Background: an optimization exercise with open tools, aiming at small area, a short achievable clock period and few clock cycles. Do not read the settings as production practice. Where RTL was checked, it was by simulation tests only, not by an equivalence proof against the original. The RTL of runs 1 to 3 was laid out without a check of its function. Power figures rest on the tool's default switching activity, not on a simulated workload.

==> design.v <==
`timescale 1ns/10ps
module ELA(clk, rst, in_data, data_rd, req, wen, addr, data_wr, done);
	input				clk;
	input				rst;
	input		[7:0]	in_data;
	input		[7:0]	data_rd;
	output				req;
	output	reg			wen;
	output	reg	[9:0]	addr;
	output	reg	[7:0]	data_wr;
	output				done;
	reg			interp, fin, reqn;
	reg			s_rb, s_w;	 
	reg	[8:0]	g;			 
	reg	[7:0]	t0, t1, t2;	 
	reg	[7:0]	b1, b2;		 
	reg	[7:0]	dreg, areg;	 
	reg	[7:0]	m, a;		 
	reg			tag;		 
	wire s_rt = ~s_rb & ~s_w;
	assign req  = ~reqn;
	assign done = fin;
	function [7:0] absd;
		input [7:0] x, y;
		reg [7:0] g, e, G1, E1, G2, E2, G3, E3, bo, bo2;
		integer i;
		begin
			g = x & ~y;
			e = ~(x ^ y);
			for (i = 0; i < 8; i = i + 1)
				if (i % 2 == 1) begin G1[i] = g[i] | e[i] & g[i-1]; E1[i] = e[i] & e[i-1]; end
				else begin G1[i] = g[i]; E1[i] = e[i]; end
			for (i = 0; i < 8; i = i + 1)
				if (i % 4 >= 2) begin G2[i] = G1[i] | E1[i] & G1[(i/4)*4+1]; E2[i] = E1[i] & E1[(i/4)*4+1]; end
				else begin G2[i] = G1[i]; E2[i] = E1[i]; end
			for (i = 0; i < 8; i = i + 1)
				if (i >= 4) begin G3[i] = G2[i] | E2[i] & G2[3]; E3[i] = E2[i] & E2[3]; end
				else begin G3[i] = G2[i]; E3[i] = E2[i]; end
			bo  = {~(G3[6:0] | E3[6:0]), 1'b0};
			bo2 = {G3[6:0], 1'b0};
			absd = G3[7] ? (~e ^ bo) : (~e ^ bo2);
		end
	endfunction
	function [7:0] avg8;
		input [7:0] x, y;
		reg [7:0] g, p, G1, P1, G2, P2, G3, P3;
		integer i;
		begin
			g = x & y; p = x ^ y;
			for (i = 0; i < 8; i = i + 1)
				if (i % 2 == 1) begin G1[i] = g[i] | p[i] & g[i-1]; P1[i] = p[i] & p[i-1]; end
				else begin G1[i] = g[i]; P1[i] = p[i]; end
			for (i = 0; i < 8; i = i + 1)
				if (i % 4 >= 2) begin G2[i] = G1[i] | P1[i] & G1[(i/4)*4+1]; P2[i] = P1[i] & P1[(i/4)*4+1]; end
				else begin G2[i] = G1[i]; P2[i] = P1[i]; end
			for (i = 0; i < 8; i = i + 1)
				if (i >= 4) begin G3[i] = G2[i] | P2[i] & G2[3]; P3[i] = P2[i] & P2[3]; end
				else begin G3[i] = G2[i]; P3[i] = P2[i]; end
			avg8 = {G3[7], p[7:1] ^ G3[6:0]};
		end
	endfunction
	function gtc;
		input [7:0] u, v;
		input ci;
		reg [7:0] g, e;
		reg g10, e10, g32, e32, g54, e54, g76, e76, g30, e30, g74, e74;
		begin
			g = u & ~v;
			e = ~(u ^ v);
			g10 = g[1] | e[1] & g[0]; e10 = e[1] & e[0];
			g32 = g[3] | e[3] & g[2]; e32 = e[3] & e[2];
			g54 = g[5] | e[5] & g[4]; e54 = e[5] & e[4];
			g76 = g[7] | e[7] & g[6]; e76 = e[7] & e[6];
			g30 = g32 | e32 & g10; e30 = e32 & e10;
			g74 = g76 | e76 & g54; e74 = e76 & e54;
			gtc = g74 | e74 & (g30 | e30 & ci);
		end
	endfunction
	function [8:0] inc9;
		input [8:0] v;
		integer i; reg c;
		begin
			c = 1'b1;
			for (i = 0; i < 9; i = i + 1) begin inc9[i] = v[i] ^ c; c = c & v[i]; end
		end
	endfunction
	function [3:0] inc4;
		input [3:0] v;
		integer i; reg c;
		begin
			c = 1'b1;
			for (i = 0; i < 4; i = i + 1) begin inc4[i] = v[i] ^ c; c = c & v[i]; end
		end
	endfunction
	function [8:0] dec2;
		input [8:0] v;
		integer i; reg b;
		begin
			dec2[0] = v[0];
			b = 1'b1;
			for (i = 1; i < 9; i = i + 1) begin dec2[i] = v[i] ^ b; b = b & ~v[i]; end
		end
	endfunction
	wire [8:0] p = dec2(g);		 
	wire [8:0] g_inc = inc9(g);
	wire [3:0] r_inc = inc4(g[8:5]);
	wire [7:0] x = s_w ? t0 : t2;
	wire [7:0] y = s_rb ? b1 : b2;
	always @(posedge clk) begin
		dreg <= absd(x, y);
		areg <= avg8(x, y);
	end
	wire edge_col = (g[4:0] == 5'd1) || (g[4:0] == 5'd2);
	wire take = ~edge_col & gtc(m, dreg, tag);
	always @(posedge clk) begin
		if (s_rb || (s_w && take)) begin
			m <= dreg;
			a <= areg;
		end
		tag <= s_w & take;
	end
	always @(posedge clk) begin
		if (!interp)
			data_wr <= in_data;
		else if (s_rt)
			data_wr <= take ? areg : a;
	end
	always @(posedge clk or posedge rst) begin
		if (rst) begin
			interp <= 1'b0;
			reqn <= 1'b0;
			fin <= 1'b0;
			s_rb <= 1'b0;
			s_w <= 1'b1;
			g <= 9'd0;
			wen <= 1'b0;
		end else if (fin) begin
			wen <= 1'b0;
		end else if (!interp) begin
			wen <= 1'b1;
			g <= g_inc;
			if (&g) begin
				interp <= 1'b1;
				reqn <= 1'b1;
			end
		end else begin
			s_rb <= s_rt;
			s_w <= s_rb;
			if (s_rb) begin
				g <= g_inc;
				wen <= ~(&p[8:1]);
				if (p == 9'd479)
					fin <= 1'b1;
			end else
				wen <= 1'b0;
		end
	end
	always @(posedge clk) begin
		if (!interp || s_w)
			addr <= {g[8:5], 1'b0, g[4:0]};
		else if (s_rt)
			addr <= {r_inc, 1'b0, g[4:0]};
		else
			addr <= {p[8:5], 1'b1, p[4:0]};
	end
	always @(posedge clk) begin
		if (s_rt) begin
			t0 <= t1; t1 <= t2; t2 <= data_rd;
		end
		if (s_rb) begin
			b1 <= b2; b2 <= data_rd;
		end
	end
endmodule
==> flow/run.sh <==
#!/bin/bash
# Layout flow: the standard ORFS flow, with two changes:
#  - synthesis does not extract full/half adder cells (ADDER_MAP_FILE empty),
#    so ABC maps all of the arithmetic itself;
#  - the port buffers are sky130_fd_sc_hd__buf_2 cells.
set -euo pipefail
bash standard.sh ADDER_MAP_FILE= \
  "BUFFER_PORTS_ARGS=-buffer_cell sky130_fd_sc_hd__buf_2" \
  finish > make_finish.log 2>&1
==> standard.sh <==
#!/bin/bash
# synth_recipe.tcl (not shown) runs the flow's synth.tcl, then flattens the netlist and writes it again
# the make line also repeats each setting of config.mk as NAME=value (left out here)
make -C /OpenROAD-flow-scripts/flow DESIGN_CONFIG=/design/flow/config.mk WORK_HOME=/design/flow/orfs CLKGATE_MAP_FILE= SYNTH_SCRIPT=/design/flow/synth_recipe.tcl "${@:-finish}"
==> config.mk <==
export PLATFORM = sky130hd
export DESIGN_NAME = ELA
export DESIGN_NICKNAME = ELA
export VERILOG_FILES = /design/flow/design.v
export SDC_FILE = /design/flow/constraint.sdc
export NUM_CORES = 8
export LEC_CHECK = 0
export CAP_MARGIN = 20
export CORE_MARGIN = 2
export CORE_UTILIZATION = 40
export CTS_BUF_LIST = sky130_fd_sc_hd__clkbuf_8
export CTS_CLUSTER_DIAMETER = 100
export CTS_CLUSTER_SIZE = 30
export SETUP_SLACK_MARGIN = 4.3
export SLEW_MARGIN = 20
==> constraint.sdc <==
create_clock -name core_clock -period 7.0 [get_ports {clk}]
set_input_delay 1.4000 -clock core_clock [delete_from_list [all_inputs] [get_ports {clk}]]
set_output_delay 1.4000 -clock core_clock [all_outputs]
set_load 0.01 [all_outputs]
==> out/metrics.csv, run 1 <==
stage,metric,value,unit
clocking,clock-sinks,106,
synth,syn_nets,383,
global_route,grt_pass1_vias,2779,
clocking,htreeDepth,3,
setup_path,cpMaxStageDelayCell,dfstp_4,
global_route,use_met1,0.180,
detailed_routing,routed_wl,8.09,mm
synth,ys_seq_elements,106,
pwr,power_density,223,nW/um^2
synth,avgSynthCellArea,12.8,sq um
die,rows,39,
clocking,cts_max_path_buffers,2,
timing,rsz0062_at_grt,true,
cells_and_area,instances_no_fill,558,
place,port_buffers,38,
global_route,top_usage_layer,met2,
global_route,grt_pass1_wl,13.3,mm
synth,yosysSeqAreaShare,0.608,
place,dpl.hpwl,5.50,mm
timing,whs,0.426,ns
detailed_routing,drt_drc_violations_left,0,
die,coreArea,11400,sq um
synth,yosysWarnings,1,
detailed_routing,dr.first_iter.drc_count,178,
timing,worst_slew_pin_slew,0.743,ns
cells_and_area,n_antenna_cell,0,
pwr,p_switching,255,uW
clocking,clkTransAtPathRegs,0.10,ns
timing,max_slew_margin,0.504,
setup_path,required,7.29,ns
pwr,combPwrFrac,0.057,
cells_and_area,stdcell_area,5400,sq um
global_route,grt_overflow,0,
clocking,clk_latency,0.37,ns
cells_and_area,final_nets,428,
pwr,cell_internal_pwr,948,uW
setup_path,regToRegSetupSlack,4.41,ns
clocking,numCtsBuffers,9,
setup_path,path_delay_family,compound AO/OA/AOI/OAI gates,
timing,layout_setup_ws,4.41,ns
pwr,total_power,1.20,mW
cells_and_area,post-route-util,0.473,
pwr,leakagePower,2.03,nW
die,initial_core_util,0.409,
synth,synth_edf_count,64,
timing,setup_violations,0,
global_route,grt_max_degree,41,
synth,syn_area,4670,sq um
timing,fin_crit,2.59,ns
die,die_x,112,um
place,place_congestion,0.826,
pwr,p_sw_frac,0.212,
timing,finClkSkew,0.0115,ns
detailed_routing,vias_per_cell,5.09,
timing,hold_viol,0,
place,dp_cells,533,
setup_path,arrival,2.88,ns
setup_path,end_kind,register,
synth,synth_ff_type,edfxtp_1,
synth,ys_types,57,
clocking,cts_tree,done,
timing,fmax,0.385,GHz
die,die_y,112,um
setup_path,crit_buf_inv,1,
clocking,cts_root_buf,clkbuf_8,
timing,drv_slew,0,
synth,syn_inst,365,
setup_path,path_max_fanout,5,
flow_run,drv_cap,0,
synth,async_flop_share,0.142,
worst_hold_path,hold_class,register to register,
pwr,ir_drop,0.0987,mV
global_route,grt_util_all_layers,0.135,
clocking,hold_buffers,0,
place,postPlaceCellArea,4970,sq um
pwr,pwr-share-clk,0.368,
pwr,p_seq_frac,0.575,
setup_path,crit_type,register to register,
global_route,met3_usage,0.0272,
detailed_routing,vias,2842,
global_route,grt_use_met2,0.208,
setup_path,cp-start-kind,register,
setup_path,crit_path_cell_trace,"buf_4, mux2_2, a31oi_1, o22ai_1, a22oi_2, o31a_1, maj3_1, a21oi_1",
die,die-area,12500,sq um
setup_path,max_stage_delay,0.67,ns
detailed_routing,first_pass_iters,4,
global_route,antenna_found_initial,0,
place,dp_slack,4.15,ns
detailed_routing,post_drt_wl_per_cell,14.5,um
timing,fin_tns_setup,0,ns
cells_and_area,area_delta_synth_final,15.7,%
die,io_pins,39,
detailed_routing,postRouteAntennaNets,0,
timing,finalCritPeriodShare,0.371,
status,status,no timing/DRC/antenna violations,
cells_and_area,drive_gt1_frac,0.253,
path summary, 6_finish.rpt:
kind / start / end / cells past startpoint
setup reg to reg: s_w / areg[7] / 8
hold reg to reg: t1[4] / t0[4] / 0
setup / recovery: s_w / areg[7] / 8
max in group asynchronous: rst / g[5] / 2
hold / removal: t1[4] / t0[4] / 0
min in group asynchronous: rst / g[0] / 2
metal layers:
layer	wire length (um)	part of all wire	up-vias
li1	-	-	1418
met1	3960	0.49	1365
met2	3680	0.45	47
met3	276	0.034	12
met4	178	0.022	0
met5	0	0	-
area by class of cell:
| type | count | area (sq um) |
|---|---|---|
| fill | 1049 | 6020 |
| timing repair buffer | 50 | 305 |
| multi-input combinational | 228 | 1780 |
| clock buffer | 9 | 124 |
| clock inverter | 7 | 114 |
| inverter | 15 | 56.3 |
| sequential | 106 | 2840 |
| tap | 143 | 179 |
synth_stat cells, drive strengths merged, types with 3 or more instances:
cell     count  area (sq um)
edfxtp      64          1920
dfxtp       27           541
nor2        26           105
o21ai       22           114
xnor2       21           199
mux2i       20           228
nand2       20          75.1
nand3       16          80.1
inv         15          56.3
dfrtp       14           350
mux2        14           169
xor2        14           123
a31oi       12          75.1
clkbuf      12          45.0
a21oi        8          40.0
maj3         6          60.1
nand2b       5          31.3
a2111oi      4          73.8
buf          4          47.5
o22ai        4          25.0
a21boi       3          22.5
nand4        3          18.8
nor3         3          15.0
nor4         3          18.8
power by group through the flow:
stage / combinational, mW / clock (mW) / sequential [mW]
after global placement: 0.0647 / 0 / 0.703
after detailed placement: 0.0656 / 0 / 0.704
after CTS: 0.0669 / 0.453 / 0.691
after floorplan: 0.0469 / 0 / 0.702
after global routing: 0.0784 / 0.479 / 0.694
final: 0.0691 / 0.442 / 0.692
worst reg2reg max path, cell delays in order, from the launching register on:
cell	delay, ns
dfstp_4	0.67
buf_4	0.14
mux2_2	0.19
a31oi_1	0.11
o22ai_1	0.24
a22oi_2	0.14
o31a_1	0.36
maj3_1	0.42
a21oi_1	0.25
cell usage in the layout, fill, tap and decap left out, types with 2 or more instances in the layout:
cell type | netlist | routed
a2111oi_4 | 2 | 2
a21boi_1 | 2 | 2
a21oi_1 | 8 | 8
a31oi_1 | 12 | 12
and2_1 | 2 | 2
buf_12 | 1 | 2
buf_2 | 1 | 38
buf_4 | 0 | 10
bufinv_16 | 0 | 3
clkbuf_8 | 0 | 9
dfrtp_1 | 14 | 14
dfxtp_1 | 27 | 27
edfxtp_1 | 64 | 64
inv_1 | 15 | 15
maj3_1 | 6 | 6
mux2_2 | 10 | 10
mux2_4 | 3 | 3
mux2i_1 | 15 | 11
mux2i_2 | 4 | 3
mux2i_4 | 1 | 6
nand2_1 | 20 | 20
nand2b_1 | 5 | 5
nand3_1 | 16 | 15
nand4_1 | 3 | 3
nor2_1 | 25 | 24
nor2b_1 | 2 | 2
nor3_1 | 3 | 3
nor4_1 | 3 | 2
o21ai_0 | 21 | 21
o22ai_1 | 4 | 4
o31ai_1 | 2 | 2
xnor2_1 | 19 | 19
xnor2_2 | 2 | 2
xor2_1 | 14 | 13
state kept, by name, summed over array words and instances (netlist names), 8 cells and up:
register / count
data_wr: 8
t1: 8
b1: 8
t0: 8
addr: 10
g: 9
areg: 8
m: 8
a: 8
b2: 8
dreg: 8
t2: 8
cells by family after synthesis:
group                    share of synthesized area
AO/OA/AOI/OAI                                0.111
XOR/XNOR                                    0.0689
adder cells (fa/ha/maj)                     0.0129
buffers and inverters                       0.0319
flip-flops                                   0.608
multiplexers                                0.0850
AND/OR/NAND/NOR                             0.0818
timing repair:
| item | in CTS | in global routing |
|---|---|---|
| resized for setup | 8 | 11 |
| setup endpoints to repair | 8 | 24 |
| buffers inserted | 3 | 6 |
| pin swaps | 0 | 3 |
==> run 2: changes to the inputs <==
--- a/config.mk
+++ b/config.mk
@@ -10,5 +10,2 @@
 export CORE_UTILIZATION = 40
-export CTS_BUF_LIST = sky130_fd_sc_hd__clkbuf_8
-export CTS_CLUSTER_DIAMETER = 100
-export CTS_CLUSTER_SIZE = 30
 export SETUP_SLACK_MARGIN = 4.3
==> run 2 against run 1 <==
  * Still clean on timing, DRC and antenna
  * Setup slack improved by 0.0025 ns
  * Fmax about the same
  * Utilization increased by 0.72 points
  * Clock power increased by 22%
  * Highest routed layer unchanged
==> out/metrics.csv, run 2 <==
stage,metric,value,unit,change
place,postPlaceCellArea,4970,sq um,unchanged
timing,finalCritPeriodShare,0.370,,about the same
synth,synth.area.top_cells,"edfxtp_1 (41%), dfxtp_1 (12%), dfrtp_1 (7.5%)",,
place,dp_cells,533,,unchanged
timing,worst_slew_pin_slew,0.742,ns,-0.00140 ns
synth,synthXorXnorAreaFrac,0.0689,,unchanged
pwr,leakagePower,2.07,nW,+2.0%
detailed_routing,drt_drc_violations_left,0,,unchanged
place,dpl.hpwl,5.50,mm,unchanged
cells_and_area,top_register,addr,,
detailed_routing,first_pass_iters,4,,unchanged
synth,yosysSeqAreaShare,0.608,,unchanged
setup_path,required,7.22,ns,-0.07 ns
timing,hold_viol,0,,unchanged
worst_hold_path,hold_class,register to register,,
synth,synth_top_family_by_area,compound AO/OA/AOI/OAI gates,,
flow_run,drv_cap,0,,unchanged
setup_path,cpMaxStageDelayCell,dfstp_4,,
synth,synth_compound_area_frac,0.111,,unchanged
synth,netlist_top_cells_count,"edfxtp_1 (64), dfxtp_1 (27), nor2_1 (25)",,
synth,yosys.area_share.simple,0.0818,,unchanged
die,die_y,112,um,unchanged
global_route,grt_pass1_wl,13.3,mm,about the same
setup_path,crit_path_cell_trace,"buf_12, mux2i_4, a21oi_1, a211o_1, maj3_1, a31oi_1, mux2i_1, xnor2_1",,
timing,fin_crit,2.59,ns,-0.00251 ns
clocking,clock-sinks,106,,unchanged
global_route,antenna_found_initial,0,,unchanged
detailed_routing,vias,2882,,+1.4%
clocking,clkTransAtPathRegs,0.07,ns,-0.03 ns
global_route,grt_max_degree,41,,unchanged
setup_path,path_max_fanout,6,,+1
timing,drv_slew,0,,unchanged
setup_path,arrival,2.81,ns,-0.07 ns
setup_path,path_delay_family,flip-flops,,
synth,synthAdderAreaFrac,0.0129,,unchanged
synth,yosysTopAreaCellShare,0.412,,unchanged
global_route,grt_util_all_layers,0.134,,-0.000434
detailed_routing,routed_wl,8.11,mm,+0.15%
pwr,ir_drop,0.128,mV,+30%
cells_and_area,instances_no_fill,558,,unchanged
die,die-area,12500,sq um,unchanged
synth,ys_types,57,,unchanged
cells_and_area,layout_commonest_cell,edfxtp_1,,
synth,avgSynthCellArea,12.8,sq um,unchanged
place,place_congestion,0.826,,unchanged
synth,ys_seq_elements,106,,unchanged
die,initial_core_util,0.409,,unchanged
timing,finClkSkew,0.00878,ns,-0.00274 ns
detailed_routing,dr.first_iter.drc_count,127,,-29%
clocking,cts_tree,done,,
timing,setup_violations,0,,unchanged
cells_and_area,layout_common_cells,"edfxtp_1 (64), buf_2 (38), dfxtp_1 (27)",,
cells_and_area,stdcell_area,5480,sq um,+1.5%
cells_and_area,fill_cells,1039,,-0.95%
setup_path,crit_buf_inv,1,,unchanged
synth,synth_edf_count,64,,unchanged
die,rows,39,,unchanged
timing,max_slew_margin,0.504,,+0.000933
clocking,htreeDepth,3,,unchanged
synth,synth_most_common_cell,edfxtp_1,,
setup_path,end_kind,register,,
timing,rsz0062_at_grt,true,,
die,coreArea,11400,sq um,unchanged
synth,synth_ff_type,edfxtp_1,,
clocking,clk_latency,0.34,ns,-0.03 ns
setup_path,max_stage_delay,0.68,ns,about the same
timing,fmax,0.386,GHz,about the same
synth,synth_top_area_cell,edfxtp_1,,
synth,async_flop_share,0.142,,unchanged
cells_and_area,drive_gt1_frac,0.251,,-0.00241
synth,syn_area,4670,sq um,unchanged
pwr,power_density,237,nW/um^2,+6.5%
cells_and_area,n_antenna_cell,0,,unchanged
clocking,cts_max_path_buffers,2,,unchanged
die,die_x,112,um,unchanged
timing,whs,0.419,ns,-0.00717 ns
setup_path,cp-start-kind,register,,
cells_and_area,area_delta_synth_final,17.4,%,
synth,syn_nets,383,,unchanged
detailed_routing,post_drt_wl_per_cell,14.5,um,+0.15%
global_route,grt_pass1_vias,2755,,-0.86%
setup_path,crit_type,register to register,,
status,status,no timing/DRC/antenna violations,,
clocking,cts_root_buf,clkbuf_16,,
global_route,grt_overflow,0,,unchanged
clocking,numCtsBuffers,9,,unchanged
synth,syn_inst,365,,unchanged
die,io_pins,39,,unchanged
detailed_routing,vias_per_cell,5.16,,+1.4%
cells_and_area,largest_register_ffs,10,,unchanged
synth,yosysWarnings,1,,unchanged
synth,synthMuxAreaShare,0.0850,,unchanged
place,port_buffers,38,,unchanged
timing,fin_tns_setup,0,ns,unchanged
cells_and_area,final_nets,428,,unchanged
cells_and_area,top_regs,"addr (10), g (9)",,
detailed_routing,postRouteAntennaNets,0,,unchanged
==> run 2: changes by cell type in the layout (fill, tap and decap cells not counted), sizes merged <==
| cell | change |
|---|---|
| buf | -1 |
| bufinv | -2 |
| clkbuf | +3 |
==> run 2: worst paths after layout <==
kind	from	end	slack, ns	depth (start not counted)
max	s_w	dreg[6]	4.41	8
min	t1[4]	t0[4]	0.42	0
max reg2reg	s_w	dreg[6]	4.41	8
max in group asynchronous	rst	g[5]	5.50	2
min reg2reg	t1[4]	t0[4]	0.42	0
min in group asynchronous	rst	g[0]	1.11	2
==> run 2: kinds of logic after synthesis <==
group | count (synthesis)
DFF | 106
and+or+nand+nor | 82
AOI/OAI and AO/OA | 71
xor gates and xnor gates | 35
muxes | 34
buffers and inverters | 31
adders and majority gates | 6
==> run 2: timing repair <==
item,4_1_cts,5_1_grt
pin swaps,0,1
gates cloned,0,0
endpoints found under the hold margin,0,0
resized for setup,8,9
buffers inserted,3,6
endpoints found under the setup margin,8,24
hold buffers,0,0
==> run 2: routing by layer <==
metal	up-vias	GRT usage	routed length, um	part of all wire
met5	-	0	0	0
met4	0	0.0602	214	0.026
met3	15	0.0289	334	0.041
met2	64	0.213	3720	0.46
met1	1385	0.178	3840	0.47
li1	1418	-	-	-
==> run 2: power by group <==
group          leakage [nW]  internal, mW  total, mW  switching [mW]
registers              1.04         0.681      0.692          0.0106
logic                 0.867        0.0304     0.0688          0.0384
clock network         0.164         0.320      0.540           0.220
total                  2.07          1.03       1.30           0.269
==> run 2: final cells by class <==
cell class / count / area [sq um] / area share
Sequential cell: 106 / 2840 / 0.519
Clock inverter: 5 / 53.8 / 0.00982
Inverter: 15 / 56.3 / 0.0103
Multi-Input combinational cell: 228 / 1760 / 0.321
Clock buffer: 11 / 275 / 0.0502
Timing Repair Buffer: 50 / 312 / 0.0569
Tap cell: 143 / 179 / 0.0327
==> run 2: stage by stage <==
step,total power [mW],utilization,setup slack (ns)
6_report,1.30,0.480,4.41
5_1_grt,1.35,0.480,4.29
4_1_cts,1.31,0.469,4.35
3_5_place_dp,0.770,0.435,4.15
3_3_place_gp,0.768,0.435,4.14
2_1_floorplan,0.749,-,4.42
==> run 3: changes to the inputs <==
--- a/config.mk
+++ b/config.mk
@@ -10,2 +10,5 @@
 export CORE_UTILIZATION = 40
+export CTS_BUF_LIST = sky130_fd_sc_hd__clkbuf_8
+export CTS_CLUSTER_DIAMETER = 60
+export CTS_CLUSTER_SIZE = 20
 export SETUP_SLACK_MARGIN = 4.3
==> run 3 against run 2 <==
  * Sequential power about the same
  * Clock power fell by 18%
  * Critical endpoint is now areg[7]
  * Utilization shrank 0.72 points
  * Worst hold slack improved by 0.0072 ns
  * Critical path type unchanged
  * Sequential share of layout area grew 0.79 points
  * Die area unchanged
==> out/metrics.csv, run 3 <==
stage,metric,value,unit,change
status,status,no timing/DRC/antenna violations,,
pwr,combPwrFrac,0.057,,+0.004
setup_path,reg2reg_from,s_w,,
global_route,grt_pass1_vias,2779,,+0.87%
setup_path,regToRegSetupSlack,4.41,ns,about the same
place,dp_cells,533,,unchanged
synth,yosysTopAreaCellShare,0.412,,unchanged
synth,synth_ff_type,edfxtp_1,,
setup_path,worstSetupEndpoint,areg[7],,
detailed_routing,drt_drc_violations_left,0,,unchanged
detailed_routing,postRouteAntennaNets,0,,unchanged
setup_path,cp-start-kind,register,,
synth,syn_nets,383,,unchanged
setup_path,cpMaxStageDelayCell,dfstp_4,,
timing,drv_slew,0,,unchanged
die,rows,39,,unchanged
die,io_pins,39,,unchanged
setup_path,crit_type,register to register,,
global_route,antenna_found_initial,0,,unchanged
synth,netlist_top_cells_count,"edfxtp_1 (64), dfxtp_1 (27), nor2_1 (25)",,
pwr,p_switching,255,uW,-5.3%
cells_and_area,fill_cells,1049,,+0.96%
clocking,clkTransAtPathRegs,0.10,ns,+0.03 ns
cells_and_area,layout_common_cells,"edfxtp_1 (64), buf_2 (38), dfxtp_1 (27)",,
timing,setup_violations,0,,unchanged
cells_and_area,top_register,addr,,
timing,hold_viol,0,,unchanged
timing,finalCritPeriodShare,0.371,,about the same
die,die-area,12500,sq um,unchanged
global_route,grt_overflow,0,,unchanged
pwr,cell_internal_pwr,948,uW,-8.1%
cells_and_area,area_delta_synth_final,15.7,%,
pwr,power_density,223,nW/um^2,-6.1%
pwr,total_power,1.20,mW,-7.5%
clocking,clk_latency,0.37,ns,+0.03 ns
cells_and_area,top_regs,"addr (10), g (9)",,
global_route,grt_util_all_layers,0.135,,+0.000434
worst_hold_path,hold_class,register to register,,
synth,synth_top_area_cell,edfxtp_1,,
synth,synth_most_common_cell,edfxtp_1,,
die,coreArea,11400,sq um,unchanged
global_route,grt_max_degree,41,,unchanged
setup_path,path_depth,8,,unchanged
pwr,ir_drop,0.0987,mV,-23%
cells_and_area,layout_commonest_cell,edfxtp_1,,
cells_and_area,regArea,2840,sq um,unchanged
setup_path,max_stage_delay,0.67,ns,about the same
pwr,leakagePower,2.03,nW,-1.9%
die,die_y,112,um,unchanged
setup_path,reg2reg_depth,8,,unchanged
pwr,p_sw_frac,0.212,,+0.00500
clocking,clock-sinks,106,,unchanged
detailed_routing,dr.first_iter.drc_count,178,,+40%
synth,ys_seq_elements,106,,unchanged
global_route,grt_pass1_wl,13.3,mm,about the same
flow_run,drv_cap,0,,unchanged
detailed_routing,first_pass_iters,4,,unchanged
timing,finClkSkew,0.0115,ns,+0.00274 ns
setup_path,crit_path_cell_trace,"buf_4, mux2_2, a31oi_1, o22ai_1, a22oi_2, o31a_1, maj3_1, a21oi_1",,
synth,synth_compound_area_frac,0.111,,unchanged
cells_and_area,largest_register_ffs,10,,unchanged
synth,synth.area.top_cells,"edfxtp_1 (41%), dfxtp_1 (12%), dfrtp_1 (7.5%)",,
synth,synthAdderAreaFrac,0.0129,,unchanged
clocking,htreeDepth,3,,unchanged
detailed_routing,routed_wl,8.09,mm,-0.15%
synth,async_flop_share,0.142,,unchanged
setup_path,crit_buf_inv,1,,unchanged
die,initial_core_util,0.409,,unchanged
clocking,cts_tree,done,,
timing,max_slew_margin,0.504,,-0.000933
die,die_x,112,um,unchanged
place,dpl.hpwl,5.50,mm,unchanged
detailed_routing,vias,2842,,-1.4%
timing,fin_crit,2.59,ns,+0.00251 ns
detailed_routing,post_drt_wl_per_cell,14.5,um,-0.15%
cells_and_area,instances_no_fill,558,,unchanged
synth,synth_top_family_by_area,compound AO/OA/AOI/OAI gates,,
detailed_routing,vias_per_cell,5.09,,-1.4%
synth,ys_types,57,,unchanged
setup_path,arrival,2.88,ns,+0.07 ns
setup_path,path_max_fanout,5,,-1
place,port_buffers,38,,unchanged
cells_and_area,drive_gt1_frac,0.253,,+0.00241
cells_and_area,n_antenna_cell,0,,unchanged
place,place_congestion,0.826,,unchanged
setup_path,path_delay_family,compound AO/OA/AOI/OAI gates,,
place,dp_slack,4.15,ns,unchanged
pwr,p_seq_frac,0.575,,+0.043
synth,yosys.area_share.simple,0.0818,,unchanged
synth,avgSynthCellArea,12.8,sq um,unchanged
setup_path,required,7.29,ns,+0.07 ns
cells_and_area,multi_input_area,1780,sq um,+0.85%
setup_path,end_kind,register,,
synth,syn_area,4670,sq um,unchanged
clocking,numCtsBuffers,9,,unchanged
synth,syn_inst,365,,unchanged
synth,synth_edf_count,64,,unchanged
synth,yosysSeqAreaShare,0.608,,unchanged
timing,fin_tns_setup,0,ns,unchanged
timing,fmax,0.385,GHz,about the same
timing,worst_slew_pin_slew,0.743,ns,+0.00140 ns
clocking,cts_root_buf,clkbuf_8,,
timing,layout_setup_ws,4.41,ns,-0.00251 ns
pwr,pwr-share-clk,0.368,,-0.047
synth,yosysWarnings,1,,unchanged
setup_path,timing.rr.end,areg[7],,
synth,synthMuxAreaShare,0.0850,,unchanged
timing,rsz0062_at_grt,true,,
synth,synthXorXnorAreaFrac,0.0689,,unchanged
cells_and_area,final_nets,428,,unchanged
setup_path,crit_path_start,s_w,,
clocking,cts_max_path_buffers,2,,unchanged
timing,whs,0.426,ns,+0.00717 ns
run 3: cells by family after synthesis:
kind of cell	count (synthesis)
AOI/OAI and AO/OA	71
xor gates and xnor gates	35
adders and majority gates	6
buffers and inverters	31
DFF	106
muxes	34
and+or+nand+nor	82
run 3: repair_timing:
action | 4_1_cts | 5_1_grt
setup buffers | 3 | 6
pin swaps | 0 | 3
endpoints found under the setup margin | 8 | 24
hold buffers | 0 | 0
resized for setup | 8 | 11
run 3: stage by stage:
step,utilization,cell area [sq um]
global route,0.473,5400
CTS,0.461,5270
floorplan,-,4670
finish,0.473,5400
global placement,0.435,4970
detailed placement,0.435,4970
run 3: power by group through the flow:
stage                     Sequential (mW)  Clock (mW)  Combinational (mW)
after floorplan                     0.702           0              0.0469
after global placement              0.703           0              0.0647
after detailed placement            0.704           0              0.0656
after CTS                           0.691       0.453              0.0669
after global routing                0.694       0.479              0.0784
final                               0.692       0.442              0.0691
run 3: per-layer routing:
layer	wire, um	track usage
met2	3680	0.208
met1	3960	0.180
met3	276	0.0272
met5	0	0
met4	178	0.0707
run 3: worst min-delay path by stage:
stage          start  cells after the start      end
2_1_floorplan   g[0]                      0  addr[0]
3_3_place_gp   t1[3]                      0    t0[3]
3_5_place_dp   t1[4]                      0    t0[4]
4_1_cts        t1[4]                      0    t0[4]
5_1_grt        t1[4]                      0    t0[4]
6_report       t1[4]                      0    t0[4]
run 3: cell type report:
class | instances | share of cell area
multi-input cells | 228 | 0.329
clock buffers | 9 | 0.0230
flip-flops and latches | 106 | 0.527
well taps | 143 | 0.0332
inverters | 15 | 0.0104
repair buffers | 50 | 0.0566
clock inverters | 7 | 0.0211
==> run 4: changes to the inputs <==
--- a/design.v
+++ b/design.v
@@ -14,4 +14,7 @@
 	reg	[8:0]	g;			 
-	reg	[7:0]	t0, t1, t2;	 
-	reg	[7:0]	b1, b2;		 
+	reg	[7:0]	x;	 
+	reg	[7:0]	y;	 
+	reg	[7:0]	pp;	 
+	reg	[7:0]	q;	 
+	reg	[7:0]	r;	 
 	reg	[7:0]	dreg, areg;	 
@@ -106,4 +109,2 @@
 	wire [3:0] r_inc = inc4(g[8:5]);
-	wire [7:0] x = s_w ? t0 : t2;
-	wire [7:0] y = s_rb ? b1 : b2;
 	always @(posedge clk) begin
@@ -167,6 +168,7 @@
 		if (s_rt) begin
-			t0 <= t1; t1 <= t2; t2 <= data_rd;
-		end
-		if (s_rb) begin
-			b1 <= b2; b2 <= data_rd;
+			x <= data_rd; y <= q; q <= x; r <= y;
+		end else if (s_rb) begin
+			x <= pp; y <= data_rd; pp <= q; q <= x;
+		end else begin
+			x <= q; q <= r;
 		end
--- a/config.mk
+++ b/config.mk
@@ -11,5 +11,3 @@
 export CTS_BUF_LIST = sky130_fd_sc_hd__clkbuf_8
-export CTS_CLUSTER_DIAMETER = 60
-export CTS_CLUSTER_SIZE = 20
-export SETUP_SLACK_MARGIN = 4.3
+export SETUP_SLACK_MARGIN = 4.6
 export SLEW_MARGIN = 20
==> run 4 against run 3 <==
  * Global-route usage is 0.10 points lower
  * Non-clock buffer count grew 7
  * Synthesized area decreased by 4.9%
  * Setup slack better by 0.17 ns
  * Final cell count grew 2.0%
  * Critical endpoint unchanged
  * Highest routed layer unchanged
==> out/metrics.csv, run 4 <==
stage,metric,value,unit,change
cells_and_area,n_antenna_cell,0,,unchanged
setup_path,reg2reg_depth,7,,-1
setup_path,required,7.26,ns,-0.03 ns
flow_run,drv_cap,0,,unchanged
detailed_routing,post_drt_wl_per_cell,13.2,um,-8.8%
timing,finClkSkew,0.0108,ns,-0.000709 ns
cells_and_area,area_delta_synth_final,16.1,%,
setup_path,cp-start-kind,register,,
timing,fmax,0.412,GHz,+6.9%
die,initial_core_util,0.409,,+0.000782
pwr,combPwrFrac,0.091,,+0.034
setup_path,timing.rr.end,areg[7],,
die,die-area,12000,sq um,-4.7%
worst_hold_path,hold_class,register to register,,
synth,async_flop_share,0.142,,unchanged
place,place_congestion,0.800,,-3.1%
pwr,leakagePower,2.09,nW,+3.1%
cells_and_area,largest_register_ffs,10,,unchanged
detailed_routing,routed_wl,7.53,mm,-7.0%
pwr,ir_drop,0.132,mV,+34%
pwr,p_switching,280,uW,+10%
synth,ys_seq_elements,106,,unchanged
clocking,hold_buffers,0,,unchanged
global_route,antenna_found_initial,0,,unchanged
synth,yosysTopAreaCellShare,0.325,,-0.0871
setup_path,regToRegSetupSlack,4.57,ns,+0.17 ns
setup_path,arrival,2.69,ns,-0.19 ns
clocking,htreeDepth,3,,unchanged
synth,syn_inst,372,,+1.9%
setup_path,worstSetupEndpoint,areg[7],,
cells_and_area,multi_input_area,1650,sq um,-7.3%
timing,finalCritPeriodShare,0.347,,-0.0239
cells_and_area,final_nets,442,,+3.3%
cells_and_area,top_register,addr,,
synth,synth_top_area_cell,edfxtp_1,,
cells_and_area,stdcell_area,5150,sq um,-4.5%
synth,netlist_top_cells_count,"edfxtp_1 (48), dfxtp_1 (43), nand2_1 (29)",,
clocking,cts_max_path_buffers,2,,unchanged
global_route,grt_max_degree,27,,-34%
global_route,grt_overflow,0,,unchanged
global_route,grt_util_all_layers,0.133,,-0.00105
place,dpl.hpwl,5.12,mm,-7.1%
cells_and_area,instances_no_fill,569,,+2.0%
detailed_routing,dr.first_iter.drc_count,121,,-32%
global_route,grt_pass1_vias,2543,,-8.5%
place,postPlaceCellArea,4760,sq um,-4.2%
pwr,power_density,237,nW/um^2,+6.1%
synth,yosysSeqAreaShare,0.604,,-0.00487
place,dp_cells,536,,+0.56%
timing,worst_slew_pin_slew,0.742,ns,-0.00126 ns
setup_path,crit_path_start,y[0],,
synth,syn_nets,390,,+1.8%
timing,drv_slew,0,,unchanged
synth,ys_types,42,,-26%
clocking,numCtsBuffers,9,,unchanged
cells_and_area,drive_gt1_frac,0.249,,-0.00359
cells_and_area,fill_cells,1002,,-4.5%
setup_path,reg2reg_from,y[0],,
status,status,no timing/DRC/antenna violations,,
synth,syn_area,4440,sq um,-4.9%
timing,setup_violations,0,,unchanged
setup_path,crit_type,register to register,,
detailed_routing,vias_per_cell,4.82,,-5.3%
global_route,grt_pass1_wl,12.2,mm,-8.7%
pwr,pwr-share-clk,0.332,,-0.036
die,coreArea,10800,sq um,-5.1%
cells_and_area,regArea,2680,sq um,-5.7%
synth,synth_ff_type,edfxtp_1,,
pwr,total_power,1.22,mW,+1.4%
detailed_routing,drt_drc_violations_left,0,,unchanged
clocking,clock-sinks,106,,unchanged
setup_path,path_max_fanout,3,,-2
pwr,cell_internal_pwr,939,uW,-0.99%
timing,rsz0062_at_grt,true,,
synth,synth_edf_count,48,,-25%
die,die_y,109,um,-2.4%
synth,avgSynthCellArea,11.9,sq um,-6.7%
detailed_routing,postRouteAntennaNets,0,,unchanged
cells_and_area,top_regs,"addr (10), g (9)",,
timing,fin_tns_setup,0,ns,unchanged
timing,fin_crit,2.43,ns,-0.167 ns
synth,yosysWarnings,1,,unchanged
pwr,p_seq_frac,0.577,,+0.002
detailed_routing,first_pass_iters,4,,unchanged
timing,max_slew_margin,0.504,,+0.000596
cells_and_area,layout_common_cells,"edfxtp_1 (48), dfxtp_1 (43), buf_2 (37)",,
clocking,cts_root_buf,clkbuf_8,,
detailed_routing,vias,2743,,-3.5%
pwr,p_sw_frac,0.230,,+0.0182
die,die_x,109,um,-2.4%
clocking,clkTransAtPathRegs,0.10,ns,about the same
synth,synth_most_common_cell,edfxtp_1,,
clocking,cts_tree,done,,
cells_and_area,layout_commonest_cell,edfxtp_1,,
place,port_buffers,38,,unchanged
clocking,clk_latency,0.37,ns,about the same
die,rows,38,,-2.6%
setup_path,end_kind,register,,
timing,hold_viol,0,,unchanged
synth,synth.area.top_cells,"edfxtp_1 (32%), dfxtp_1 (19%), dfrtp_1 (7.9%)",,
die,io_pins,39,,unchanged
==> run 4: what timing repair did <==
action / in CTS / in global routing
resized for setup: 2 / 6
setup endpoints to repair: 21 / 12
pin swaps: 8 / 5
buffers inserted: 14 / 3
==> run 4: area by class of cell <==
type                       count  area share
sequential                   106       0.520
timing repair buffer          57      0.0689
clock inverter                 4      0.0109
inverter                      20      0.0146
tap                          140      0.0340
multi-input combinational    230       0.319
clock buffer                  12      0.0320
==> run 4: routing by layer <==
| metal | GRT usage | vias to the layer above | part of all wire |
|---|---|---|---|
| met5 | 0 | - | 0 |
| li1 | - | 1406 | - |
| met3 | 0.0379 | 7 | 0.034 |
| met4 | 0.0524 | 0 | 0.011 |
| met2 | 0.201 | 46 | 0.45 |
| met1 | 0.182 | 1284 | 0.51 |
==> run 4: worst max-delay path: stages, from the launching register on <==
cell	delay (ns)
edfxtp_1	0.47
a31oi_4	0.24
nor3_1	0.06
a211o_1	0.31
maj3_2	0.32
maj3_2	0.31
maj3_2	0.32
maj3_2	0.29
==> run 4: logic make-up (layout without fill, tap and decap cells) <==
| logic type | count (synthesis) | after routing | synth area share |
|---|---|---|---|
| AO/OA/AOI/OAI | 54 | 54 | 0.0784 |
| AND/OR/NAND/NOR | 87 | 87 | 0.0894 |
| XOR/XNOR | 36 | 36 | 0.0710 |
| multiplexers | 39 | 39 | 0.0928 |
| buffers and inverters | 36 | 93 | 0.0321 |
| adder cells (fa/ha/maj) | 14 | 14 | 0.0327 |
| flip-flops | 106 | 106 | 0.604 |
==> run 4: worst min path at each step <==
stage,start,slack (ns),cells after the start,to
3_5_place_dp,dreg[4],0.42,0,m[4]
5_1_grt,dreg[3],0.45,0,m[3]
6_report,dreg[4],0.44,0,m[4]
3_3_place_gp,dreg[3],0.42,0,m[3]
4_1_cts,dreg[4],0.43,0,m[4]
2_1_floorplan,areg[0],0.41,0,a[0]
==> run 4: metrics by stage <==
stage	setup slack (ns)	hold slack, ns	utilization
finish	4.57	0.438	0.475
detailed placement	4.46	0.420	0.439
global route	4.47	0.454	0.475
global placement	4.51	0.417	0.439
CTS	4.52	0.433	0.470
floorplan	4.60	0.408	-
==> run 4: power by group through the flow <==
stage	combinational, mW	sequential, mW	clock, mW
3_5_place_dp	0.0967	0.719	0
2_1_floorplan	0.0770	0.711	0
4_1_cts	0.109	0.704	0.421
3_3_place_gp	0.0960	0.717	0
5_1_grt	0.123	0.709	0.448
6_report	0.111	0.704	0.405
Testbench counts of run 4, summed over its fixed seeds: cycles 62,688.
==> run 5: changes to the inputs <==
--- a/config.mk
+++ b/config.mk
@@ -11,3 +11,3 @@
 export CTS_BUF_LIST = sky130_fd_sc_hd__clkbuf_8
-export SETUP_SLACK_MARGIN = 4.6
+export SETUP_SLACK_MARGIN = 4.3
 export SLEW_MARGIN = 20
==> run 5 against run 4 <==
  * Design area down 2.3%
  * Setup slack worse by 0.17 ns
  * Final cell count down 2.6%
  * Sequential share of layout area up 1.2 points
  * Critical path depth unchanged
  * Via count down 3.2%
  * Clock power up 17%
  * Power up 4.6%
  * Register-to-register slack worse by 0.17 ns
  * Global-route usage up 0.41 points
  * Critical path type unchanged
  * Largest cell class unchanged
==> out/metrics.csv, run 5 <==
stage,metric,value,unit,change
cells_and_area,multi_input_area,1620,sq um,-1.4%
place,dp_cells,536,,unchanged
die,io_pins,39,,unchanged
place,dp_slack,4.12,ns,-0.341 ns
timing,fin_tns_setup,0,ns,unchanged
global_route,grt_util_all_layers,0.138,,+0.00412
die,die_x,109,um,unchanged
synth,synth_edf_count,48,,unchanged
setup_path,reg2reg_depth,7,,unchanged
setup_path,path_max_fanout,5,,+2
detailed_routing,vias_per_cell,4.79,,-0.62%
cells_and_area,largest_register_ffs,10,,unchanged
clocking,clkTransAtPathRegs,0.09,ns,about the same
timing,finClkSkew,0.0138,ns,+0.00303 ns
global_route,grt_pass1_vias,2586,,+1.7%
timing,worst_slew_pin_slew,0.728,ns,-0.0138 ns
worst_hold_path,whs_path_depth,0,,unchanged
cells_and_area,layout_common_cells,"edfxtp_1 (48), dfxtp_1 (43), buf_2 (38)",,
place,postPlaceCellArea,4750,sq um,-0.13%
setup_path,regToRegSetupSlack,4.40,ns,-0.17 ns
clocking,cts_max_path_buffers,2,,unchanged
synth,avgSynthCellArea,11.9,sq um,unchanged
pwr,total_power,1.28,mW,+4.6%
timing,rsz0062_at_grt,false,,
cells_and_area,area_delta_synth_final,13.4,%,
cells_and_area,top_register,addr,,
timing,layout_setup_ws,4.40,ns,-0.173 ns
timing,drv_slew,0,,unchanged
detailed_routing,routed_wl,7.49,mm,-0.52%
clocking,clock-sinks,106,,unchanged
flow_run,drv_cap,0,,unchanged
detailed_routing,first_pass_iters,4,,unchanged
place,place_congestion,0.799,,-0.10%
detailed_routing,vias,2654,,-3.2%
cells_and_area,top_regs,"addr (10), g (9)",,
global_route,grt_overflow,0,,unchanged
detailed_routing,post_drt_wl_per_cell,13.5,um,+2.2%
synth,synth_top_area_cell,edfxtp_1,,
setup_path,required,7.25,ns,about the same
setup_path,arrival,2.85,ns,+0.16 ns
synth,synth_ff_type,edfxtp_1,,
pwr,ir_drop,0.140,mV,+5.8%
clocking,numCtsBuffers,9,,unchanged
detailed_routing,postRouteAntennaNets,0,,unchanged
place,dpl.hpwl,5.17,mm,+1.0%
synth,syn_nets,390,,unchanged
die,die_y,109,um,unchanged
die,coreArea,10800,sq um,unchanged
global_route,antenna_found_initial,0,,unchanged
global_route,grt_pass1_wl,12.6,mm,+3.6%
timing,max_slew_margin,0.513,,+0.00925
synth,syn_area,4440,sq um,unchanged
cells_and_area,final_nets,427,,-3.4%
synth,yosysTopAreaCellShare,0.325,,unchanged
clocking,htreeDepth,3,,unchanged
global_route,grt_max_degree,35,,+30%
synth,async_flop_share,0.142,,unchanged
synth,syn_inst,372,,unchanged
cells_and_area,regArea,2680,sq um,about the same
place,port_buffers,38,,unchanged
timing,whs,0.433,ns,-0.00474 ns
detailed_routing,drt_drc_violations_left,0,,unchanged
cells_and_area,stdcell_area,5030,sq um,-2.3%
worst_hold_path,hold-path-endpoint,m[5],,
setup_path,end_kind,register,,
cells_and_area,instances_no_fill,554,,-2.6%
cells_and_area,layout_commonest_cell,edfxtp_1,,
worst_hold_path,hold_class,register to register,,
die,initial_core_util,0.409,,unchanged
pwr,power_density,253,nW/um^2,+7.0%
synth,yosysWarnings,1,,unchanged
clocking,cts_root_buf,clkbuf_8,,
setup_path,reg2reg_from,y[0],,
timing,hold_viol,0,,unchanged
pwr,leakagePower,2.03,nW,-3.0%
clocking,clk_latency,0.36,ns,about the same
clocking,cts_tree,done,,
cells_and_area,n_antenna_cell,0,,unchanged
status,status,no timing/DRC/antenna violations,,
detailed_routing,dr.first_iter.drc_count,120,,-0.83%
setup_path,cp-start-kind,register,,
timing,fin_crit,2.60,ns,+0.173 ns
synth,netlist_top_cells_count,"edfxtp_1 (48), dfxtp_1 (43), nand2_1 (29)",,
die,die-area,12000,sq um,unchanged
timing,fmax,0.385,GHz,-6.6%
cells_and_area,post-route-util,0.464,,-0.0110
timing,setup_violations,0,,unchanged
synth,synth.area.top_cells,"edfxtp_1 (32%), dfxtp_1 (19%), dfrtp_1 (7.9%)",,
synth,ys_types,42,,unchanged
cells_and_area,fill_cells,1016,,+1.4%
cells_and_area,drive_gt1_frac,0.210,,-0.0393
synth,ys_seq_elements,106,,unchanged
timing,finalCritPeriodShare,0.371,,+0.0247
setup_path,timing.rr.end,areg[7],,
synth,yosysSeqAreaShare,0.604,,unchanged
synth,synth_most_common_cell,edfxtp_1,,
worst_hold_path,hold_path.startpoint,dreg[5],,
setup_path,crit_type,register to register,,
die,rows,38,,unchanged
-- run 5: cell types whose count changed in the layout (fill, tap and decap cells not counted), sizes merged --
| cell | change |
|---|---|
| bufinv | +3 |
| clkbuf | -3 |
| buf | -15 |
| clkinv | +1 |
| inv | -1 |
-- run 5: area by class of cell --
type / count / share of cell area
Clock inverter: 7 / 0.0276
Tap cell: 140 / 0.0348
Multi-Input combinational cell: 230 / 0.322
Clock buffer: 9 / 0.0246
Sequential cell: 106 / 0.532
Inverter: 20 / 0.0149
Timing Repair Buffer: 42 / 0.0437
-- run 5: cell families (layout without fill, tap and decap cells) --
| group | count (synthesis) | after routing | synth area share |
|---|---|---|---|
| buffers and inverters | 36 | 78 | 0.0321 |
| adder cells (fa/ha/maj) | 14 | 14 | 0.0327 |
| AND/OR/NAND/NOR | 87 | 87 | 0.0894 |
| AO/OA/AOI/OAI | 54 | 54 | 0.0784 |
| multiplexers | 39 | 39 | 0.0928 |
| flip-flops | 106 | 106 | 0.604 |
| XOR/XNOR | 36 | 36 | 0.0710 |
-- run 5: worst max-delay path, stage by stage, from the launching register on --
cell	delay, ns
edfxtp_1	0.49
a31oi_2	0.25
o31ai_1	0.11
a211o_1	0.33
maj3_2	0.35
maj3_2	0.34
maj3_2	0.33
maj3_2	0.30
-- run 5: routing by layer --
| layer | global-route usage | part of all wire |
|---|---|---|
| met5 | 0 | 0 |
| met3 | 0.0344 | 0.043 |
| met4 | 0.0542 | 0.015 |
| met1 | 0.201 | 0.52 |
| met2 | 0.196 | 0.42 |
-- run 5: repair_timing --
item,4_1_cts,5_1_grt
setup endpoints to repair,16,17
buffers inserted,0,2
cloned,0,0
gates resized for setup,1,2
hold buffers,0,0
pin swaps,0,1
-- run 5: report_power, final --
group | total [mW] | internal [mW] | leakage (nW) | switching [mW]
Clock | 0.474 | 0.274 | 0.134 | 0.200
Combinational | 0.0977 | 0.0494 | 0.879 | 0.0483
Sequential | 0.704 | 0.682 | 1.02 | 0.0224
Total | 1.28 | 1.00 | 2.03 | 0.271
-- run 5: worst max-delay path by stage --
stage          slack (ns)  startpoint  depth (start not counted)       to
2_1_floorplan        4.40     dreg[1]                          7     a[0]
3_3_place_gp         4.19     dreg[1]                          7     a[7]
3_5_place_dp         4.12     dreg[1]                          7     a[7]
4_1_cts              4.33     dreg[1]                          7     m[1]
5_1_grt              4.30        y[0]                          7  areg[7]
6_report             4.40        y[0]                          7  areg[7]
==> run 6: changes to the inputs <==
--- a/config.mk
+++ b/config.mk
@@ -11,3 +11,3 @@
 export CTS_BUF_LIST = sky130_fd_sc_hd__clkbuf_8
-export SETUP_SLACK_MARGIN = 4.3
+export SETUP_SLACK_MARGIN = 4.5
 export SLEW_MARGIN = 20
==> run 6 against run 5 <==
  * Via count is 2.7% higher
  * Critical path type unchanged
  * Sequential power hardly changed
  * Flip-flop and latch count stayed put
  * Clock power is 25% lower
  * Clock-buffer cell count stayed put
  * Largest cell class unchanged
  * Sequential share of layout area is 0.38 points lower
  * Critical path depth stayed put
  * Die area stayed put
  * First-iteration DRC count is 18% higher
  * Synthesized cell count stayed put
  * Power is 8.2% lower
  * Routed wire length is 1.4% higher
  * Largest power group unchanged
==> out/metrics.csv, run 6 <==
stage,metric,value,unit,change
status,status,no timing/DRC/antenna violations,,
global_route,grt_util_all_layers,0.135,,-0.00295
timing,fin_crit,2.46,ns,-0.136 ns
timing,drv_slew,0,,unchanged
global_route,grt_overflow,0,,unchanged
setup_path,path_delay_family,adder cells,,
global_route,use_met1,0.188,,-0.0124
synth,synth_top_area_cell,edfxtp_1,,
setup_path,reg2reg_from,y[1],,
timing,worst_slew_pin_slew,0.753,ns,+0.0244 ns
synth,avgSynthCellArea,11.9,sq um,unchanged
setup_path,regToRegSetupSlack,4.54,ns,+0.14 ns
global_route,grt_max_degree,35,,unchanged
flow_run,drv_cap,0,,unchanged
pwr,pwr-share-clk,0.305,,-0.066
detailed_routing,postRouteAntennaNets,0,,unchanged
place,port_buffers,38,,unchanged
setup_path,crit_path_cell_trace,"a31oi_4, o31ai_2, a211o_1, maj3_2, maj3_2, maj3_2, maj3_2",,
clocking,clkTransAtPathRegs,0.11,ns,+0.02 ns
pwr,ir_drop,0.0939,mV,-33%
setup_path,worstSetupEndpoint,areg[7],,
setup_path,timing.rr.end,areg[7],,
pwr,leakagePower,2.05,nW,+1.1%
synth,yosysWarnings,1,,unchanged
clocking,numCtsBuffers,9,,unchanged
die,die-area,12000,sq um,unchanged
cells_and_area,n_antenna_cell,0,,unchanged
setup_path,crit_top_cell,maj3_2,,
cells_and_area,post-route-util,0.468,,+0.00335
setup_path,crit_path_start,y[1],,
synth,ys_types,42,,unchanged
synth,syn_inst,372,,unchanged
global_route,grt_use_met2,0.202,,+0.00617
detailed_routing,post_drt_wl_per_cell,13.5,um,-0.43%
global_route,grt_pass1_vias,2592,,+0.23%
cells_and_area,area_delta_synth_final,14.3,%,
detailed_routing,dr.first_iter.drc_count,142,,+18%
setup_path,crit_type,register to register,,
pwr,cell_internal_pwr,876,uW,-13%
setup_path,end_kind,register,,
global_route,antenna_found_initial,0,,unchanged
cells_and_area,top_regs,"addr (10), g (9)",,
synth,synth_most_common_cell,edfxtp_1,,
synth,yosysSeqAreaShare,0.604,,unchanged
pwr,combPwrFrac,0.094,,+0.017
setup_path,cpMaxStageDelayCell,edfxtp_1,,
place,dp_cells,536,,unchanged
setup_path,required,7.26,ns,about the same
clocking,cts_max_path_buffers,2,,unchanged
die,die_y,109,um,unchanged
timing,fmax,0.406,GHz,+5.5%
clocking,htreeDepth,3,,unchanged
setup_path,arrival,2.73,ns,-0.12 ns
pwr,p_switching,294,uW,+8.7%
pwr,total_power,1.17,mW,-8.2%
clocking,cts_root_buf,clkbuf_8,,
cells_and_area,top_register,addr,,
worst_hold_path,hold_class,register to register,,
timing,max_slew_margin,0.495,,-0.0185
die,die_x,109,um,unchanged
die,initial_core_util,0.409,,unchanged
timing,finClkSkew,0.0169,ns,+0.00310 ns
cells_and_area,largest_register_ffs,10,,unchanged
pwr,power_density,231,nW/um^2,-8.9%
setup_path,path_max_fanout,4,,-1
clocking,cts_tree,done,,
setup_path,path_depth,7,,unchanged
cells_and_area,final_nets,437,,+2.3%
synth,ys_seq_elements,106,,unchanged
die,io_pins,39,,unchanged
synth,yosysTopAreaCellShare,0.325,,unchanged
detailed_routing,routed_wl,7.59,mm,+1.4%
detailed_routing,vias_per_cell,4.83,,+0.85%
detailed_routing,drt_drc_violations_left,0,,unchanged
cells_and_area,drive_gt1_frac,0.233,,+0.0233
setup_path,reg2reg_depth,7,,unchanged
global_route,top_usage_layer,met2,,
die,coreArea,10800,sq um,unchanged
setup_path,cp-start-kind,register,,
detailed_routing,vias,2725,,+2.7%
clocking,clock-sinks,106,,unchanged
synth,netlist_top_cells_count,"edfxtp_1 (48), dfxtp_1 (43), nand2_1 (29)",,
detailed_routing,first_pass_iters,4,,unchanged
worst_hold_path,whs_path_depth,0,,unchanged
die,rows,38,,unchanged
cells_and_area,instances_no_fill,564,,+1.8%
timing,fin_tns_setup,0,ns,unchanged
global_route,met3_usage,0.0356,,+0.00119
place,place_congestion,0.779,,-2.4%
synth,synth.area.top_cells,"edfxtp_1 (32%), dfxtp_1 (19%), dfrtp_1 (7.9%)",,
synth,syn_area,4440,sq um,unchanged
timing,setup_violations,0,,unchanged
cells_and_area,layout_common_cells,"edfxtp_1 (48), dfxtp_1 (43), buf_2 (38)",,
pwr,p_sw_frac,0.251,,+0.0393
setup_path,crit_buf_inv,0,,unchanged
synth,synth_ff_type,edfxtp_1,,
timing,finalCritPeriodShare,0.352,,-0.0194
setup_path,max_stage_delay,0.49,ns,about the same
clocking,hold_buffers,0,,unchanged
synth,async_flop_share,0.142,,unchanged
synth,syn_nets,390,,unchanged
timing,rsz0062_at_grt,true,,
global_route,grt_pass1_wl,12.4,mm,-1.5%
synth,synth_edf_count,48,,unchanged
pwr,p_seq_frac,0.601,,+0.049
timing,hold_viol,0,,unchanged
place,dpl.hpwl,5.09,mm,-1.5%
cells_and_area,layout_commonest_cell,edfxtp_1,,
clocking,clk_latency,0.37,ns,about the same
[run 6: cell counts after synthesis]
No cell type changed its count.
[run 6: cell families (layout without fill, tap and decap cells)]
group,after synthesis,count (layout),synth area share
adders and majority gates,14,14,0.0327
buffers and inverters,36,88,0.0321
and+or+nand+nor,87,87,0.0894
DFF,106,106,0.604
muxes,39,39,0.0928
xor gates and xnor gates,36,36,0.0710
AOI/OAI and AO/OA,54,54,0.0784
[run 6: stage by stage]
step	hold slack (ns)	setup WS, ns	cell area (sq um)
2_1_floorplan	0.408	4.52	4440
3_3_place_gp	0.418	4.44	4750
3_5_place_dp	0.420	4.38	4750
4_1_cts	0.445	4.48	5020
5_1_grt	0.460	4.45	5070
6_report	0.442	4.54	5070
[run 6: power by group through the flow]
stage | logic (mW) | registers, mW | clock network [mW]
2_1_floorplan | 0.0771 | 0.711 | 0
3_3_place_gp | 0.0960 | 0.717 | 0
3_5_place_dp | 0.0973 | 0.718 | 0
4_1_cts | 0.106 | 0.704 | 0.372
5_1_grt | 0.124 | 0.709 | 0.400
6_report | 0.110 | 0.704 | 0.357
[run 6: how the worst min path moves through the flow]
stage / slack, ns / endpoint / start
5_1_grt: 0.46 / m[3] / dreg[3]
3_5_place_dp: 0.42 / m[4] / dreg[4]
3_3_place_gp: 0.42 / m[3] / dreg[3]
2_1_floorplan: 0.41 / a[0] / areg[0]
6_report: 0.44 / m[4] / dreg[4]
4_1_cts: 0.44 / m[4] / dreg[4]
[run 6: area by class of cell]
class / count / area (sq um)
Clock buffer: 9 / 124
Clock inverter: 7 / 58.8
Fill cell: 987 / 5770
Inverter: 20 / 75.1
Multi-Input combinational cell: 230 / 1650
Sequential cell: 106 / 2680
Tap cell: 140 / 175
Timing Repair Buffer: 52 / 308
[run 6: worst register-to-register path, stage by stage, from the launching register on]
cell and delay [ns]:
edfxtp_1 0.49, a31oi_4 0.24, o31ai_2 0.08, a211o_1 0.30, maj3_2 0.32, maj3_2 0.31, maj3_2 0.32, maj3_2 0.29
[run 6: timing repair]
action | 4_1_cts | 5_1_grt
endpoints found under the setup margin | 17 | 8
pin swaps | 4 | 7
buffers inserted | 9 | 3
gates resized for setup | 1 | 6
[run 6: metal layers]
metal | vias up | wire, um
li1 | 1389 | -
met1 | 1272 | 3780
met2 | 53 | 3350
met3 | 11 | 307
met4 | 0 | 157
met5 | - | 0
==> run 7: changes to the inputs <==
--- a/config.mk
+++ b/config.mk
@@ -10,4 +10,4 @@
 export CORE_UTILIZATION = 40
-export CTS_BUF_LIST = sky130_fd_sc_hd__clkbuf_8
-export SETUP_SLACK_MARGIN = 4.5
+export CTS_BUF_LIST = sky130_fd_sc_hd__clkbuf_4 sky130_fd_sc_hd__clkbuf_8
+export SETUP_SLACK_MARGIN = 4.4
 export SLEW_MARGIN = 20
==> run 7 against run 6 <==
  * Utilization shrank 0.47 points
  * Largest cell class unchanged
  * Still clean
  * Sequential share of layout area grew 0.54 points
  * Critical path type unchanged
  * Design area shrank 1.0%
  * First-iteration DRC count shrank 7.7%
  * Combinational power shrank 5%
  * Routed wire length shrank 0.11%
==> out/metrics.csv, run 7 <==
stage,metric,value,unit,change
timing,whs,0.442,ns,+0.000769 ns
pwr,power_density,233,nW/um^2,+1.1%
cells_and_area,n_antenna_cell,0,,unchanged
synth,yosysTopAreaCellShare,0.325,,unchanged
die,io_pins,39,,unchanged
synth,synth_most_common_cell,edfxtp_1,,
detailed_routing,postRouteAntennaNets,0,,unchanged
detailed_routing,dr.first_iter.drc_count,131,,-7.7%
detailed_routing,first_pass_iters,4,,unchanged
global_route,grt_pass1_wl,12.4,mm,-0.17%
die,die_x,109,um,unchanged
cells_and_area,largest_register_ffs,10,,unchanged
global_route,grt_overflow,0,,unchanged
synth,syn_inst,372,,unchanged
synth,syn_nets,390,,unchanged
setup_path,cp-start-kind,register,,
detailed_routing,routed_wl,7.58,mm,-0.11%
pwr,leakagePower,2.02,nW,-1.4%
clocking,cts_tree,done,,
global_route,grt_pass1_vias,2559,,-1.3%
timing,max_slew_margin,0.497,,+0.00244
clocking,clkTransAtPathRegs,0.10,ns,about the same
die,rows,38,,unchanged
synth,yosysWarnings,1,,unchanged
setup_path,required,7.26,ns,about the same
synth,synth_edf_count,48,,unchanged
synth,yosysSeqAreaShare,0.604,,unchanged
clocking,cts_root_buf,clkbuf_8,,
place,place_congestion,0.779,,unchanged
timing,fin_crit,2.54,ns,+0.0779 ns
clocking,htreeDepth,3,,unchanged
global_route,grt_use_met2,0.200,,-0.00176
status,status,no timing/DRC/antenna violations,,
place,dpl.hpwl,5.09,mm,unchanged
timing,setup_violations,0,,unchanged
cells_and_area,drive_gt1_frac,0.222,,-0.0115
global_route,grt_util_all_layers,0.134,,-0.000253
synth,synthMuxAreaShare,0.0928,,unchanged
synth,syn_area,4440,sq um,unchanged
place,port_buffers,38,,unchanged
setup_path,arrival,2.80,ns,+0.07 ns
synth,ys_seq_elements,106,,unchanged
clocking,clk_latency,0.37,ns,about the same
timing,fin_tns_setup,0,ns,unchanged
setup_path,path_max_fanout,4,,unchanged
clocking,clock-sinks,106,,unchanged
detailed_routing,post_drt_wl_per_cell,13.6,um,+0.79%
synth,synthAdderAreaFrac,0.0327,,unchanged
timing,finClkSkew,0.0172,ns,+0.000254 ns
global_route,grt_max_degree,35,,unchanged
timing,hold_viol,0,,unchanged
setup_path,end_kind,register,,
cells_and_area,layout_commonest_cell,edfxtp_1,,
synth,synth.area.top_cells,"edfxtp_1 (32%), dfxtp_1 (19%), dfrtp_1 (7.9%)",,
clocking,cts_max_path_buffers,2,,unchanged
synth,synth_top_area_cell,edfxtp_1,,
pwr,ir_drop,0.0938,mV,about the same
die,die_y,109,um,unchanged
clocking,numCtsBuffers,9,,unchanged
global_route,use_met1,0.189,,+0.000764
synth,ys_types,42,,unchanged
synth,synth_top_family_by_area,multiplexers,,
cells_and_area,top_register,addr,,
synth,yosys.area_share.simple,0.0894,,unchanged
synth,netlist_top_cells_count,"edfxtp_1 (48), dfxtp_1 (43), nand2_1 (29)",,
synth,async_flop_share,0.142,,unchanged
cells_and_area,final_nets,432,,-1.1%
cells_and_area,layout_common_cells,"edfxtp_1 (48), dfxtp_1 (43), buf_2 (38)",,
timing,worst_slew_pin_slew,0.749,ns,-0.00364 ns
clocking,hold_buffers,0,,unchanged
detailed_routing,vias,2697,,-1.0%
timing,rsz0062_at_grt,false,,
die,initial_core_util,0.409,,unchanged
detailed_routing,vias_per_cell,4.82,,-0.14%
timing,drv_slew,0,,unchanged
cells_and_area,area_delta_synth_final,13.1,%,
synth,synth_compound_area_frac,0.0784,,unchanged
worst_hold_path,hold_class,register to register,,
timing,finalCritPeriodShare,0.363,,+0.0111
global_route,top_usage_layer,met2,,
synth,synthXorXnorAreaFrac,0.0710,,unchanged
detailed_routing,drt_drc_violations_left,0,,unchanged
pwr,total_power,1.17,mW,about the same
synth,avgSynthCellArea,11.9,sq um,unchanged
die,die-area,12000,sq um,unchanged
setup_path,crit_type,register to register,,
synth,synth_ff_type,edfxtp_1,,
die,coreArea,10800,sq um,unchanged
global_route,met3_usage,0.0356,,unchanged
cells_and_area,top_regs,"addr (10), g (9)",,
global_route,antenna_found_initial,0,,unchanged
timing,fmax,0.393,GHz,-3.1%
flow_run,drv_cap,0,,unchanged
==> run 7: cell counts after synthesis <==
Identical to the previous run, type by type.
==> run 7: layout make-up <==
| type | instances | area [sq um] |
|---|---|---|
| Timing Repair Buffer | 47 | 270 |
| Clock inverter | 6 | 55.1 |
| Tap cell | 140 | 175 |
| Inverter | 20 | 75.1 |
| Clock buffer | 10 | 131 |
| Multi-Input combinational cell | 230 | 1630 |
| Sequential cell | 106 | 2680 |
| Fill cell | 996 | 5820 |
==> run 7: worst paths after layout <==
kind                            to  depth (start not counted)     from  slack, ns
setup / recovery           areg[7]                          7     y[1]       4.46
hold / removal                m[3]                          0  dreg[3]       0.44
setup reg to reg           areg[7]                          7     y[1]       4.46
hold reg to reg               m[3]                          0  dreg[3]       0.44
max in group asynchronous     reqn                          2      rst       5.55
min in group asynchronous     g[3]                          2      rst       1.06
==> run 7: cell families after synthesis <==
group                    Yosys count
flip-flops                       106
AND/OR/NAND/NOR                   87
AO/OA/AOI/OAI                     54
multiplexers                      39
XOR/XNOR                          36
buffers and inverters             36
adder cells (fa/ha/maj)           14
==> run 7: timing repair <==
item,CTS,global route
resized for setup,1,3
pin swaps,0,3
endpoints found under the setup margin,1,22
setup buffers,4,3
==> run 7: worst max-delay path: stages, from the launching register on <==
cell and delay [ns]:
edfxtp_1 0.49, a31oi_4 0.24, nor3_1 0.08, a211o_1 0.31, maj3_2 0.34, maj3_2 0.34
maj3_2 0.33, maj3_2 0.31
==> run 7: per-layer routing <==
metal,part of all wire,vias to the layer above
li1,-,1377
met1,0.50,1252
met2,0.44,57
met3,0.041,11
met4,0.021,0
met5,0,-
==> run 7: report_power, final <==
| group | switching, mW | total, mW | internal, mW |
|---|---|---|---|
| Combinational | 0.0511 | 0.105 | 0.0542 |
| Clock | 0.220 | 0.362 | 0.142 |
| Sequential | 0.0219 | 0.704 | 0.682 |
| Total | 0.293 | 1.17 | 0.878 |
==> run 7: through the flow <==
step | util | setup slack, ns | cells | cell area [sq um]
final | 0.463 | 4.46 | 559 | 5020
after global routing | 0.463 | 4.38 | 559 | 5020
after CTS | 0.459 | 4.43 | 556 | 4970
after floorplan | - | 4.52 | 372 | 4440
after detailed placement | 0.438 | 4.38 | 536 | 4750
after global placement | 0.438 | 4.44 | 536 | 4750

==> port drivers added, routing unchanged <==
The flow's constraints put no driver on any port. The routed layouts listed below were extracted and timed again, unchanged, in two steps.
Step 1 (the two cells are an assumption about what drives the block):
set clk [get_ports {clk}]
set_driving_cell -lib_cell sky130_fd_sc_hd__clkbuf_16 $clk
set_driving_cell -lib_cell sky130_fd_sc_hd__buf_2 [delete_from_list [all_inputs] $clk]
Step 2 times the ports against the registers' clock, not the clock port: input delays grow and output delays shrink by t, the midpoint of the rising clock arrivals with the driver on.
a / b / c = ideal / step 1 / step 2; a / b = the first two.
run | t, ns | setup WS [ns] | worst setup path at the end
run 1 | 0.400 | 4.405 / 4.405 / 4.405 | register to register
run 2 | 0.379 | 4.408 / 4.408 / 4.408 | register to register
run 3 | 0.400 | 4.405 / 4.405 / 4.405 | register to register
run 4 | 0.393 | 4.573 / 4.573 / 4.573 | register to register
run 5 | 0.386 | 4.400 / 4.400 / 4.400 | register to register
run 6 | 0.397 | 4.535 / 4.536 / 4.536 | register to register
run 7 | 0.396 | 4.458 / 4.458 / 4.458 | register to register
After both steps every run listed still meets setup and hold.
